Source: an optimization exercise on an open RTL-to-GDS flow (aim: small area, a short achievable clock period and few clock cycles per item). Production flows keep margins and buffers that such runs may drop.
In this exercise RTL edits were held to simulation tests only and were not proved equivalent to the original.
Power is estimated from default activity; no workload was simulated.

==> flow/design.v (outline; a module is shown in full before it is edited, if it fits) <==
// module SNN: 2046 lines
// module FA: 4 lines
// module XNM: 3 lines
// module ORM: 3 lines
// module XRM: 3 lines
// module ANM: 3 lines
module SNN(
	input clk,
	input rst_n,
	input in_valid,
	input [7:0] img,
	input [7:0] ker,
	input [7:0] weight,
	output reg out_valid,
	output reg [9:0] out_data
);
  // ...
==> flow/flow/run.sh <==
#!/bin/bash
set -euo pipefail
export BUFFER_PORTS_ARGS="-buffer_cell sky130_fd_sc_hd__buf_4"
export SETUP_SLACK_MARGIN=10.85
export CTS_ARGS="-sink_clustering_enable -repair_clock_nets -dont_use_dummy_load -sink_clustering_size 25 -sink_clustering_max_diameter 80 -buf_list {sky130_fd_sc_hd__clkbuf_8 sky130_fd_sc_hd__clkbuf_16}"
bash standard.sh > standard_flow.log 2>&1
==> flow/standard.sh <==
#!/bin/bash
# synth_recipe.tcl (not shown) runs the flow's synth.tcl, then flattens the netlist and writes it again
# the make line also repeats each setting of config.mk as NAME=value (left out here)
make -C /OpenROAD-flow-scripts/flow DESIGN_CONFIG=/design/flow/config.mk WORK_HOME=/design/flow/orfs CLKGATE_MAP_FILE= SYNTH_SCRIPT=/design/flow/synth_recipe.tcl "${@:-finish}"
==> flow/config.mk <==
export PLATFORM = sky130hd
export DESIGN_NAME = SNN
export DESIGN_NICKNAME = SNN
export VERILOG_FILES = /design/flow/design.v
export SDC_FILE = /design/flow/constraint.sdc
export NUM_CORES = 4
export LEC_CHECK = 0
export CAP_MARGIN = 20
export CORE_MARGIN = 2
export CORE_UTILIZATION = 45
export CTS_BUF_LIST = sky130_fd_sc_hd__clkbuf_8 sky130_fd_sc_hd__clkbuf_16
export CTS_CLUSTER_DIAMETER = 80
export CTS_CLUSTER_SIZE = 25
export SLEW_MARGIN = 20
export SYNTH_HIERARCHICAL = 1
==> flow/constraint.sdc <==
create_clock -name core_clock -period 15.0 [get_ports {clk}]
set_input_delay 3.0000 -clock core_clock [delete_from_list [all_inputs] [get_ports {clk}]]
set_output_delay 3.0000 -clock core_clock [all_outputs]
set_load 0.01 [all_outputs]
==> impl_metrics.env, run 1 <==
export IMPL_clkPwrFrac_pct=9.6
export IMPL_setup_slack_ns=10.91
export IMPL_clock_sinks=484
export IMPL_ys_flop_type="dfxtp_1"
export IMPL_top_register="r3a"
export IMPL_fin_util_pct=48.54
export IMPL_status="complete, no violations"
export IMPL_reg2reg_depth=8
export IMPL_critPathTopFamily="adder cells"
export IMPL_tap_cell_count=959
export IMPL_report_final_slew_viol_count=0
export IMPL_gr_total_overflow=0
export IMPL_netlist_top_cells_area="fa_1 38%, dfxtp_1 20%, edfxtp_1 12%"
export IMPL_layout_commonest_cell="fa_1"
export IMPL_regToRegStartpoint="k0[2]$_DFFE_PP_"
export IMPL_seq_power_share_pct=23.1
export IMPL_synth_area_mux_share_pct=2.675
export IMPL_setup_violations=0
export IMPL_regArea_um2=11220
export IMPL_ys_top_cells_by_count="637 x fa_1, 630 x nand2_1, 331 x dfxtp_1"
export IMPL_skew_ns=0.07615
export IMPL_seq_area_share_pct=31.69
export IMPL_synth_adder_area_share_pct=42.45
export IMPL_worstSetupPathType="reg -> reg"
export IMPL_grt_antenna_before_repair=3
export IMPL_drt_wirelength_per_cell_um=22.02
export IMPL_grt_pass1_wl_mm=127.3
export IMPL_worstSetupStartpointType="register"
export IMPL_ys_seq_area_share_pct=33.52
export IMPL_hold_viol=0
export IMPL_ff2ff_setup_slack_ns=10.91
export IMPL_hold_path_depth=0
export IMPL_reg2reg_to="r1b[10]$_DFF_P_"
Testbench counts, summed over its fixed seeds: cycles 25,920, items 320.
==> run 2, diff against run 1 <==
--- a/flow/config.mk
+++ b/flow/config.mk
@@ -9,3 +9,3 @@
 export CORE_MARGIN = 2
-export CORE_UTILIZATION = 45
+export CORE_UTILIZATION = 65
 export CTS_BUF_LIST = sky130_fd_sc_hd__clkbuf_8 sky130_fd_sc_hd__clkbuf_16
==> run 2 against run 1 <==
Net effect:
- still clean
- wire length is 2.7% higher
- clock-buffer cell count is 6 lower
- total power is 4.7% higher
- register-to-register slack worse by 0.02 ns
- via count is 2.6% higher
- combinational power is 8.1% higher
- sequential share of layout area is 0.30 points higher
- setup slack worse by 0.029 ns
- non-clock buffer count is 22 higher
- largest cell class unchanged
==> impl_metrics.env, run 2 <==
export IMPL_tns_ns=0
export IMPL_totalPowerFinal_mw=9.238
export IMPL_grt_pass1_vias=22526
export IMPL_grt_antenna_before_repair=1
export IMPL_grtUsageTotal_pct=33.08
export IMPL_n_antenna_cell=0
export IMPL_hold_class="reg -> reg"
export IMPL_dieWidth_um=229.9
export IMPL_io_buffers=37
export IMPL_h_tree_depth=1
export IMPL_clk_insertion_delay_late_ns=0.63
export IMPL_cp_slowest_stage_delay_ns=0.40
export IMPL_drtAntennaViolNets=0
export IMPL_largest_reg_flops=20
export IMPL_max_freq_ghz=0.2426
export IMPL_grt_max_degree=58
export IMPL_synth_area_mux_share_pct=2.675
export IMPL_synth_top_area_share_pct=38.45
export IMPL_power_density_nw_per_um2=263.0
export IMPL_reg2reg_depth=8
export IMPL_coreArea_um2=50270
export IMPL_syn_area_per_cell_um2=11.99
export IMPL_synth_edff_count=130
export IMPL_grt_pass1_wl_mm=130.6
export IMPL_cts_clk_slew_worst_paths_ns=0.09
export IMPL_numCtsBuffers=29
export IMPL_slowest_stage="dfrtp_1"
export IMPL_drt_wirelength_per_cell_um=24.43
export IMPL_synthXorXnorAreaFrac_pct=2.615
export IMPL_synthSimpleGateAreaFrac_pct=11.77
export IMPL_synth_adder_area_share_pct=42.45
export IMPL_cts_root_buffer="clkbuf_16"
export IMPL_synth_compound_area_share_pct=3.671
export IMPL_gp_congestion=0.9413
export IMPL_ys_flop_type="dfxtp_1"
export IMPL_rsz0062_at_grt="true"
export IMPL_worstSetupPathType="reg -> out"
export IMPL_ys_async_sr_fraction_pct=4.752
export IMPL_worstSetupStartpointType="register"
export IMPL_arrival_ns=1.12
export IMPL_start_util_pct=65.96
export IMPL_mostFrequentLayoutCells="632 x fa_1, 628 x nand2_1, 248 x dfxtp_1"
export IMPL_ff2ff_setup_slack_ns=10.89
export IMPL_netlist_top_cells_area="fa_1 38%, dfxtp_1 20%, edfxtp_1 12%"
export IMPL_routed_via_density=5.936
export IMPL_synth_seq_cells=484
export IMPL_yosysMostFrequentCell="fa_1"
export IMPL_cts_tree="built"
export IMPL_gr_total_overflow=0
export IMPL_slew_headroom_pct=39.34
export IMPL_cp_max_fo=1
export IMPL_dr_pass1_iters=5
export IMPL_status="complete, no violations"
export IMPL_ys_seq_area_share_pct=33.52
export IMPL_top_register="r3a"
export IMPL_synth_top_family_by_area="adder cells"
export IMPL_max_slew_worst_pin_slew_ns=0.9099
export IMPL_synth_warnings=7
export IMPL_maxCapViolations=0
export IMPL_final_cells=3401
export IMPL_drt_iter0_markers=1463
export IMPL_totalWireLength_mm=83.08
export IMPL_cp_required_ns=12.00
export IMPL_ys_top_cells_by_count="637 x fa_1, 630 x nand2_1, 331 x dfxtp_1"
export IMPL_critPathCaptureType="output port"
export IMPL_num_vias=20190
export IMPL_setup_violations=0
export IMPL_hold_viol=0
export IMPL_ir_drop_mv=0.2574
export IMPL_report_final_slew_viol_count=0
export IMPL_fin_crit_ns=4.122
export IMPL_die_area_um2=52840
export IMPL_path_cells="buf_6"
export IMPL_hold_path_depth=0
export IMPL_critPathBufInv=1
export IMPL_drive_gt1_share_pct=11.43
export IMPL_layout_worst_path_cycle_share_pct=27.48
export IMPL_cp_depth=1
export IMPL_syn_cell_area_um2=33160
export IMPL_drt_drc_violations_left=0
export IMPL_syn2layout_area_growth_pct=5.905
export IMPL_hold_ws_ns=0.2928
export IMPL_die_y_um=229.9
export IMPL_skew_ns=0.06580
export IMPL_leakagePower_nw=13.21
export IMPL_place_inst=3318
export IMPL_nets=3501
export IMPL_clock_sinks=484
export IMPL_layout_commonest_cell="fa_1"
export IMPL_clk_path_buf_depth=3
export IMPL_fp_row_count=82
export IMPL_largestRegisters="r3a: 20 flops, r2a: 19 flops, r3b: 18 flops"
export IMPL_synth_cell_types=70
export IMPL_yosysTopAreaCell="fa_1"
export IMPL_dp_hpwl_mm=66.40
export IMPL_critPathTopFamily="flip-flops"
export IMPL_io_pins=38
export IMPL_netlist_instances=2765
==> run 2: worst paths after layout <==
check	startpoint	endpoint
min in group asynchronous	rst_n	out_data[5]$_DFF_PN0_
worst max-delay path	out_data[0]$_DFF_PN0_	out_data[0]
worst min register to register	gq1[7]$_DFF_P_	gq0[7]$_DFF_P_
worst min-delay path	gq1[7]$_DFF_P_	gq0[7]$_DFF_P_
max in group asynchronous	rst_n	s[6]$_DFF_PN1_
worst max register to register	kb[6]$_DFF_P_	r3b[9]$_DFF_P_
==> run 2: timing repair <==
| item | in CTS | in global routing |
|---|---|---|
| setup buffers | 5 | 49 |
| hold buffers | 0 | 0 |
| setup endpoints to repair | 20 | 46 |
| pin swaps | 0 | 11 |
| gates resized for setup | 31 | 88 |
==> run 2: Yosys stat by module, one instance, submodules excluded <==
module / area [um^2] / cells / flops+latches
ANM: 6.256 / 1 / 0
FA: 20.02 / 1 / 0
ORM: 6.256 / 1 / 0
SNN: 20070 / 2036 / 484
XNM: 8.758 / 1 / 0
XRM: 8.758 / 1 / 0
==> run 2: cell families after synthesis <==
group	count (synthesis)
AOI/OAI and AO/OA	184
xor gates and xnor gates	99
adders and majority gates	743
buffers and inverters	290
DFF	484
muxes	75
other	1
and+or+nand+nor	889
==> run 2: through the flow <==
stage	setup slack, ns	utilization, %	instance area [um^2]
after floorplan	10.95	-	33200
after global placement	10.70	67.07	33720
after detailed placement	10.57	67.08	33720
after CTS	10.76	68.73	34550
after global routing	10.79	69.86	35120
final	10.88	69.86	35120
==> run 2: per-layer routing <==
metal / wire length [um] / vias to the layer above / GRT usage (%) / share of wire (%)
li1: - / 8600 / - / -
met1: 31000 / 10505 / 41.22 / 37
met2: 42250 / 842 / 58.21 / 51
met3: 5226 / 241 / 4.985 / 6.3
met4: 4584 / 2 / 13.49 / 5.5
met5: 14 / - / 0 / 0.017
==> run 2: final cells by class <==
cell class / instances / area, um^2
flip-flops and latches: 484 / 11230
well taps: 672 / 840.8
clock buffers: 29 / 725.7
multi-input cells: 2002 / 21140
fillers: 3597 / 15150
repair buffers: 97 / 739.5
inverters: 117 / 439.2
==> run 2: power breakdown <==
group	internal [mW]	switching (mW)
sequential	1.76	0.301
combinational	2.98	3.44
clock	0.341	0.417
==> run 3, diff against run 2 <==
--- a/flow/config.mk
+++ b/flow/config.mk
@@ -9,3 +9,3 @@
 export CORE_MARGIN = 2
-export CORE_UTILIZATION = 65
+export CORE_UTILIZATION = 55
 export CTS_BUF_LIST = sky130_fd_sc_hd__clkbuf_8 sky130_fd_sc_hd__clkbuf_16
==> run 3 against run 2 <==
Net effect:
- synthesized area unchanged
- combinational power down 3%
- clock skew up 0.042 ns
- clock-buffer cell count up 5
- setup slack better by 0.030 ns
- utilization down 11 points
- non-clock buffer count down 22
- critical path depth unchanged
- via count down 2.4%
- global-route usage down 4.8 points
- sequential power about the same
- hold slack worse by 0.0091 ns
==> impl_metrics.env, run 3 <==
export IMPL_cp_slowest_stage_delay_ns=0.39
export IMPL_synth_warnings=7
export IMPL_regToRegStartpoint="sr12[2]$_DFF_P_"
export IMPL_ctsHoldBuffers=0
export IMPL_leakagePower_nw=13.16
export IMPL_drt_drc_violations_left=0
export IMPL_critPathBufInv=1
export IMPL_coreArea_um2=60020
export IMPL_cp_max_fo=1
export IMPL_hold_path_depth=0
export IMPL_top_register="r3a"
export IMPL_totalPowerFinal_mw=9.135
export IMPL_rsz0062_at_grt="true"
export IMPL_multiInputGateArea_um2=21090
export IMPL_clock_sinks=484
export IMPL_num_fill_cells=4926
export IMPL_cts_tree="built"
export IMPL_critPathTopFamily="flip-flops"
export IMPL_dp_hpwl_mm=68.30
export IMPL_seq_power_share_pct=22.6
export IMPL_syn2layout_area_growth_pct=6.026
export IMPL_slew_headroom_pct=40.03
export IMPL_synth_cell_types=70
export IMPL_slowest_stage="dfrtp_1"
export IMPL_fp_row_count=90
export IMPL_synth_edff_count=130
export IMPL_max_freq_ghz=0.2444
export IMPL_cts_root_buffer="clkbuf_16"
export IMPL_numCtsBuffers=34
export IMPL_synth_seq_cells=484
export IMPL_h_tree_depth=2
export IMPL_grt_pass1_vias=22117
export IMPL_grt_max_degree=58
export IMPL_clkPwrFrac_pct=9.1
export IMPL_yosysTopAreaCell="fa_1"
export IMPL_syn_cell_area_um2=33160
export IMPL_worstSetupStartpointType="register"
export IMPL_dr_pass1_iters=6
export IMPL_fin_crit_ns=4.092
export IMPL_die_area_um2=62280
export IMPL_path_cells="buf_4"
export IMPL_gp_congestion=0.9135
export IMPL_setup_violations=0
export IMPL_die_y_um=249.6
export IMPL_final_cells=3494
export IMPL_critPathCaptureType="output port"
export IMPL_max_slew_worst_pin_slew_ns=0.8962
export IMPL_synth_top_area_share_pct=38.45
export IMPL_hold_viol=0
export IMPL_cts_clk_slew_worst_paths_ns=0.09
export IMPL_p_switching_mw=4.116
export IMPL_start_util_pct=55.25
export IMPL_hold_start="gq1[7]$_DFF_P_"
export IMPL_setup_slack_ns=10.91
export IMPL_dieWidth_um=249.6
export IMPL_ys_async_sr_fraction_pct=4.752
export IMPL_report_final_slew_viol_count=0
export IMPL_p_comb_share_pct=68.3
export IMPL_layout_worst_path_cycle_share_pct=27.28
export IMPL_cp_required_ns=12.00
export IMPL_hold_class="reg -> reg"
export IMPL_worstSetupPathType="reg -> out"
export IMPL_cp_depth=1
export IMPL_drt_iter0_markers=1427
export IMPL_syn_area_per_cell_um2=11.99
export IMPL_status="complete, no violations"
export IMPL_regArea_um2=11220
export IMPL_reg2reg_depth=8
export IMPL_grt_pass1_wl_mm=131.1
export IMPL_switching_share_pct=45.06
export IMPL_fin_util_pct=58.58
export IMPL_grt_antenna_before_repair=4
export IMPL_drtAntennaViolNets=0
export IMPL_netlist_top_cells_area="fa_1 38%, dfxtp_1 20%, edfxtp_1 12%"
export IMPL_routed_via_density=5.642
export IMPL_arrival_ns=1.09
export IMPL_io_pins=38
export IMPL_dp_slack_ns=10.66
export IMPL_ys_flop_type="dfxtp_1"
export IMPL_ir_drop_mv=0.2420
export IMPL_gr_total_overflow=0
export IMPL_clk_path_buf_depth=3
export IMPL_yosysMostFrequentCell="fa_1"
export IMPL_clk_insertion_delay_late_ns=0.60
export IMPL_num_vias=19714
export IMPL_n_antenna_cell=0
export IMPL_largestRegisters="r3a: 20 flops, r2a: 19 flops, r3b: 18 flops"
export IMPL_tns_ns=0
export IMPL_layout_commonest_cell="fa_1"
export IMPL_nets=3484
export IMPL_drt_wirelength_per_cell_um=24.18
export IMPL_grtUsageTotal_pct=28.25
export IMPL_drive_gt1_share_pct=10.47
export IMPL_power_density_nw_per_um2=259.8
export IMPL_totalWireLength_mm=84.48
export IMPL_worstSetupStartpoint="out_data[5]$_DFF_PN0_"
export IMPL_mostFrequentLayoutCells="633 x fa_1, 628 x nand2_1, 253 x dfxtp_1"
export IMPL_ys_seq_area_share_pct=33.52
export IMPL_place_inst=3428
export IMPL_netlist_instances=2765
export IMPL_largest_reg_flops=20
export IMPL_io_buffers=37
export IMPL_ys_top_cells_by_count="637 x fa_1, 630 x nand2_1, 331 x dfxtp_1"
export IMPL_skew_ns=0.1074
export IMPL_internal_power_mw=5.019
export IMPL_maxCapViolations=0
==> run 3: final cells by class <==
cell class / count / area share [%]
inverters: 117 / 1.249
well taps: 782 / 2.783
clock buffers: 34 / 2.420
repair buffers: 75 / 1.637
flip-flops and latches: 484 / 31.92
multi-input cells: 2002 / 59.99
==> run 3: timing repair <==
item,CTS,global route
gates cloned,0,0
setup buffers,0,32
endpoints found under the setup margin,14,45
gates resized for setup,24,78
pin swaps,0,2
==> run 3: metal layers <==
metal | up-vias | global-route usage, % | share of wire (%)
li1 | 8578 | - | -
met1 | 10277 | 35.00 | 39
met2 | 663 | 50.08 | 51
met3 | 192 | 3.942 | 5.3
met4 | 4 | 11.41 | 4.4
met5 | - | 0 | 0.032
==> run 3: per-stage QoR <==
stage / cell area, um^2 / hold slack (ns)
final: 35160 / 0.2837
after global routing: 35160 / 0.2895
after CTS: 34760 / 0.2868
after detailed placement: 33860 / 0.3121
after global placement: 33860 / 0.3099
after floorplan: 33200 / 0.3096
==> run 3: per-module statistics from Yosys (local to each module, per instance) <==
module  times used  flip-flops and latches  cell area [um^2]
SNN              1                     484             20070
FA             609                       0             20.02
XNM             52                       0             8.758
XRM              9                       0             8.758
ANM              9                       0             6.256
ORM             50                       0             6.256
==> run 3: cells by family after synthesis <==
logic type | count (synthesis) | synth area share [%]
other cells | 1 | 0.01131
buf+inv | 290 | 3.290
mux | 75 | 2.675
flops | 484 | 33.52
compound gates | 184 | 3.671
simple gates | 889 | 11.77
fa+ha+maj | 743 | 42.45
xor+xnor | 99 | 2.615
==> run 3: worst paths after layout <==
path                              endpoint  slack, ns
setup / recovery               out_data[5]      10.91
hold reg to reg             gq0[7]$_DFF_P_       0.28
max in group asynchronous   s[2]$_DFF_PN1_      12.37
setup reg to reg           r1b[10]$_DFF_P_      10.93
hold / removal              gq0[7]$_DFF_P_       0.28
min in group asynchronous  vld_r$_DFF_PN0_       2.32
==> run 3: power by group through the flow <==
| stage | logic, mW | clock network (mW) | registers, mW |
|---|---|---|---|
| 2_1_floorplan | 4.21 | 0 | 1.94 |
| 3_5_place_dp | 6.19 | 0 | 2.08 |
| 4_1_cts | 6.25 | 0.861 | 2.06 |
| 6_report | 6.24 | 0.834 | 2.06 |
| 5_1_grt | 7.05 | 0.903 | 2.10 |
| 3_3_place_gp | 6.07 | 0 | 2.08 |
==> run 4, diff against run 3 <==
==> flow/run.sh (new file) <==
#!/bin/bash
# synth_recipe.tcl (not shown) runs the flow's synth.tcl, then flattens the netlist and writes it again
# the make line also repeats each setting of config.mk as NAME=value (left out here)
make -C /OpenROAD-flow-scripts/flow DESIGN_CONFIG=/design/flow/config.mk WORK_HOME=/design/flow/orfs CLKGATE_MAP_FILE= SYNTH_SCRIPT=/design/flow/synth_recipe.tcl finish
removed: flow/flow/run.sh
removed: flow/standard.sh
==> run 4 against run 3 <==
Net effect:
- largest cell class unchanged
- non-clock buffer count fell by 30
- utilization decreased by 0.13 points
- highest routed layer is now met4
- clock skew shrank 0.069 ns
==> impl_metrics.env, run 4 <==
export IMPL_status="complete, no violations"
export IMPL_p_comb_share_pct=66.9
export IMPL_coreArea_um2=60020
export IMPL_grt_antenna_before_repair=0
export IMPL_syn_area_per_cell_um2=11.99
export IMPL_rsz0062_at_grt="false"
export IMPL_largestRegisters="r3a: 20 flops, r2a: 19 flops, r3b: 18 flops"
export IMPL_grtUsageTotal_pct=28.28
export IMPL_nets=3451
export IMPL_critPathBufInv=1
export IMPL_totalWireLength_mm=84.50
export IMPL_internal_power_mw=4.986
export IMPL_netlist_instances=2765
export IMPL_clk_path_buf_depth=3
export IMPL_ys_async_sr_fraction_pct=4.752
export IMPL_layout_commonest_cell="fa_1"
export IMPL_clock_sinks=484
export IMPL_switching_share_pct=45.25
export IMPL_arrival_ns=1.52
export IMPL_drive_gt1_share_pct=5.100
export IMPL_fin_crit_ns=4.521
export IMPL_slew_headroom_pct=39.55
export IMPL_num_vias=19675
export IMPL_report_final_slew_viol_count=0
export IMPL_path_cells="clkdlybuf4s50_1"
export IMPL_setup_violations=0
export IMPL_die_y_um=249.6
export IMPL_hold_path_depth=0
export IMPL_cp_required_ns=12.00
export IMPL_routed_via_density=5.641
export IMPL_worstSetupStartpointType="register"
export IMPL_dp_hpwl_mm=68.24
export IMPL_wl_met1_mm=32.63
export IMPL_dieWidth_um=249.6
export IMPL_synth_cell_types=70
export IMPL_hold_viol=0
export IMPL_maxCapViolations=0
export IMPL_fp_row_count=90
export IMPL_slowest_stage="clkdlybuf4s50_1"
export IMPL_skew_ns=0.03809
export IMPL_ys_seq_area_share_pct=33.52
export IMPL_highest_layer="met4"
export IMPL_cp_depth=1
export IMPL_reg2reg_depth=17
export IMPL_grt_max_degree=58
export IMPL_max_freq_ghz=0.2212
export IMPL_cts_root_buffer="clkbuf_16"
export IMPL_fin_util_pct=58.45
export IMPL_critPathTopFamily="buffers and inverters"
export IMPL_clk_insertion_delay_late_ns=0.64
export IMPL_seq_power_share_pct=22.7
export IMPL_cts_clk_slew_worst_paths_ns=0.10
export IMPL_cts_setup_buffers=0
export IMPL_synth_edff_count=130
export IMPL_totalPowerFinal_mw=9.107
export IMPL_syn_cell_area_um2=33160
export IMPL_hold_class="reg -> reg"
export IMPL_h_tree_depth=1
export IMPL_grt_pass1_vias=22152
export IMPL_cp_max_fo=1
export IMPL_power_density_nw_per_um2=259.6
export IMPL_grt_pass1_wl_mm=131.7
export IMPL_io_pins=38
export IMPL_cts_tree="built"
export IMPL_yosysTopAreaCell="fa_1"
export IMPL_synth_top_area_share_pct=38.45
export IMPL_drtAntennaViolNets=0
export IMPL_ctsHoldBuffers=0
export IMPL_syn2layout_area_growth_pct=5.788
export IMPL_start_util_pct=55.25
export IMPL_top_register="r3a"
export IMPL_max_slew_worst_pin_slew_ns=0.9068
export IMPL_yosysMostFrequentCell="fa_1"
export IMPL_drt_drc_violations_left=0
export IMPL_io_buffers=37
export IMPL_layout_worst_path_cycle_share_pct=30.14
export IMPL_netlist_top_cells_area="fa_1 38%, dfxtp_1 20%, edfxtp_1 12%"
export IMPL_largest_reg_flops=20
export IMPL_ys_flop_type="dfxtp_1"
export IMPL_clkPwrFrac_pct=10.5
export IMPL_drt_wirelength_per_cell_um=24.23
export IMPL_numCtsBuffers=31
export IMPL_ir_drop_mv=0.2167
export IMPL_die_area_um2=62280
export IMPL_gr_total_overflow=0
export IMPL_cts_resized=0
export IMPL_p_switching_mw=4.121
export IMPL_dr_pass1_iters=11
export IMPL_wl_met3_mm=4.225
export IMPL_n_antenna_cell=0
export IMPL_drt_iter0_markers=1253
export IMPL_critPathCaptureType="output port"
export IMPL_synth_seq_cells=484
export IMPL_tns_ns=0
export IMPL_worstSetupPathType="reg -> out"
export IMPL_wl_met2_mm=43.62
export IMPL_ys_top_cells_by_count="637 x fa_1, 630 x nand2_1, 331 x dfxtp_1"
export IMPL_cp_slowest_stage_delay_ns=0.55
export IMPL_gp_congestion=0.9341
export IMPL_leakagePower_nw=13.10
export IMPL_synth_warnings=7
export IMPL_mostFrequentLayoutCells="637 x fa_1, 630 x nand2_1, 331 x dfxtp_1"
[run 4: cell types whose count changed in the layout (fill, tap and decap cells not counted), moves of 4 or more]
cell / before / now
inv_6: 0 / 4
clkdlybuf4s50_1: 0 / 36
dfxtp_1: 253 / 331
buf_4: 74 / 8
inv_1: 115 / 121
fa_1: 633 / 637
dfxtp_4: 4 / 0
inv_8: 0 / 4
dfxtp_2: 74 / 0
fa_2: 4 / 0
[run 4: layout make-up]
type | count | area, um^2
Tap cell | 782 | 978.4
Fill cell | 4961 | 24940
Inverter | 117 | 439.2
Timing Repair Buffer | 45 | 425.4
Sequential cell | 484 | 11110
Multi-Input combinational cell | 2002 | 21010
Clock buffer | 32 | 789.5
Clock inverter | 26 | 329.1
[run 4: cell families (layout without fill, tap and decap cells)]
logic type	Yosys count	after routing	share of synthesized area (%)
AND/OR/NAND/NOR	889	889	11.77
adder cells (fa/ha/maj)	743	743	42.45
flip-flops	484	484	33.52
buffers and inverters	290	220	3.290
AO/OA/AOI/OAI	184	184	3.671
XOR/XNOR	99	99	2.615
multiplexers	75	75	2.675
other	1	12	0.01131
[run 4: final timing paths]
kind | from | endpoint | slack, ns
max | out_data[8]$_DFF_PN0_ | out_data[8] | 10.48
min | sr9[0]$_DFF_P_ | sr10[0]$_DFF_P_ | 0.33
max reg2reg | r3a[3]$_DFF_P_ | ys_n[10]$_DFF_P_ | 10.57
min reg2reg | sr9[0]$_DFF_P_ | sr10[0]$_DFF_P_ | 0.33
max in group asynchronous | rst_n | s[6]$_DFF_PN1_ | 12.29
min in group asynchronous | rst_n | out_data[8]$_DFF_PN0_ | 2.34
[run 4: power by group through the flow]
stage / clock network [mW] / registers, mW / logic, mW
6_report: 0.954 / 2.06 / 6.09
5_1_grt: 1.02 / 2.10 / 6.87
4_1_cts: 0.977 / 2.07 / 6.17
3_5_place_dp: 0 / 2.10 / 6.12
3_3_place_gp: 0 / 2.09 / 6.01
2_1_floorplan: 0 / 1.94 / 4.21
[run 4: modules after synthesis, one instance, submodules excluded]
module  cells inside  times used
SNN             2036           1
ANM                1           9
FA                 1         609
XRM                1           9
XNM                1          52
ORM                1          50
[run 4: through the flow]
step | hold WS (ns) | setup WS [ns] | area [um^2] | std cells
2_1_floorplan | 0.3096 | 10.95 | 33200 | 2776
3_3_place_gp | 0.3105 | 10.72 | 33970 | 3430
3_5_place_dp | 0.3121 | 10.62 | 33970 | 3430
4_1_cts | 0.3291 | 10.44 | 35090 | 3488
5_1_grt | 0.3349 | 10.13 | 35080 | 3488
6_report | 0.3277 | 10.48 | 35080 | 3488
[run 4: routing by layer]
layer	global-route usage [%]	vias to the layer above
met5	0	-
met4	11.22	0
met3	3.536	192
met2	50.39	670
met1	35.17	10274
li1	-	8539

-- re-timing with driven ports --
The flow's constraints put no driver on any port. The routed layouts listed below were extracted and timed again, unchanged, in two steps. Step 1: set_driving_cell puts a clkbuf_16 on clk and a buf_2 on each other input, an assumption about the parent block. Step 2, shift: input delay + t, output delay - t, t = (earliest + latest rising clock arrival at the registers) / 2. This alone moves slack from input paths to output paths. Three values: no drivers, after step 1, after step 2; two values: the first two.
run | shift t [ns] | setup slack, ns | worst setup path after step 2
run 1 | 0.611 | 10.907 / 10.846 / 10.907 | register to register
run 2 | 0.654 | 10.878 / 10.818 / 10.888 | register to register
run 3 | 0.614 | 10.908 / 10.842 / 10.934 | register to register
run 4 | 0.683 | 10.479 / 10.417 / 10.568 | register to register
After both steps setup and hold are still met in every run listed.
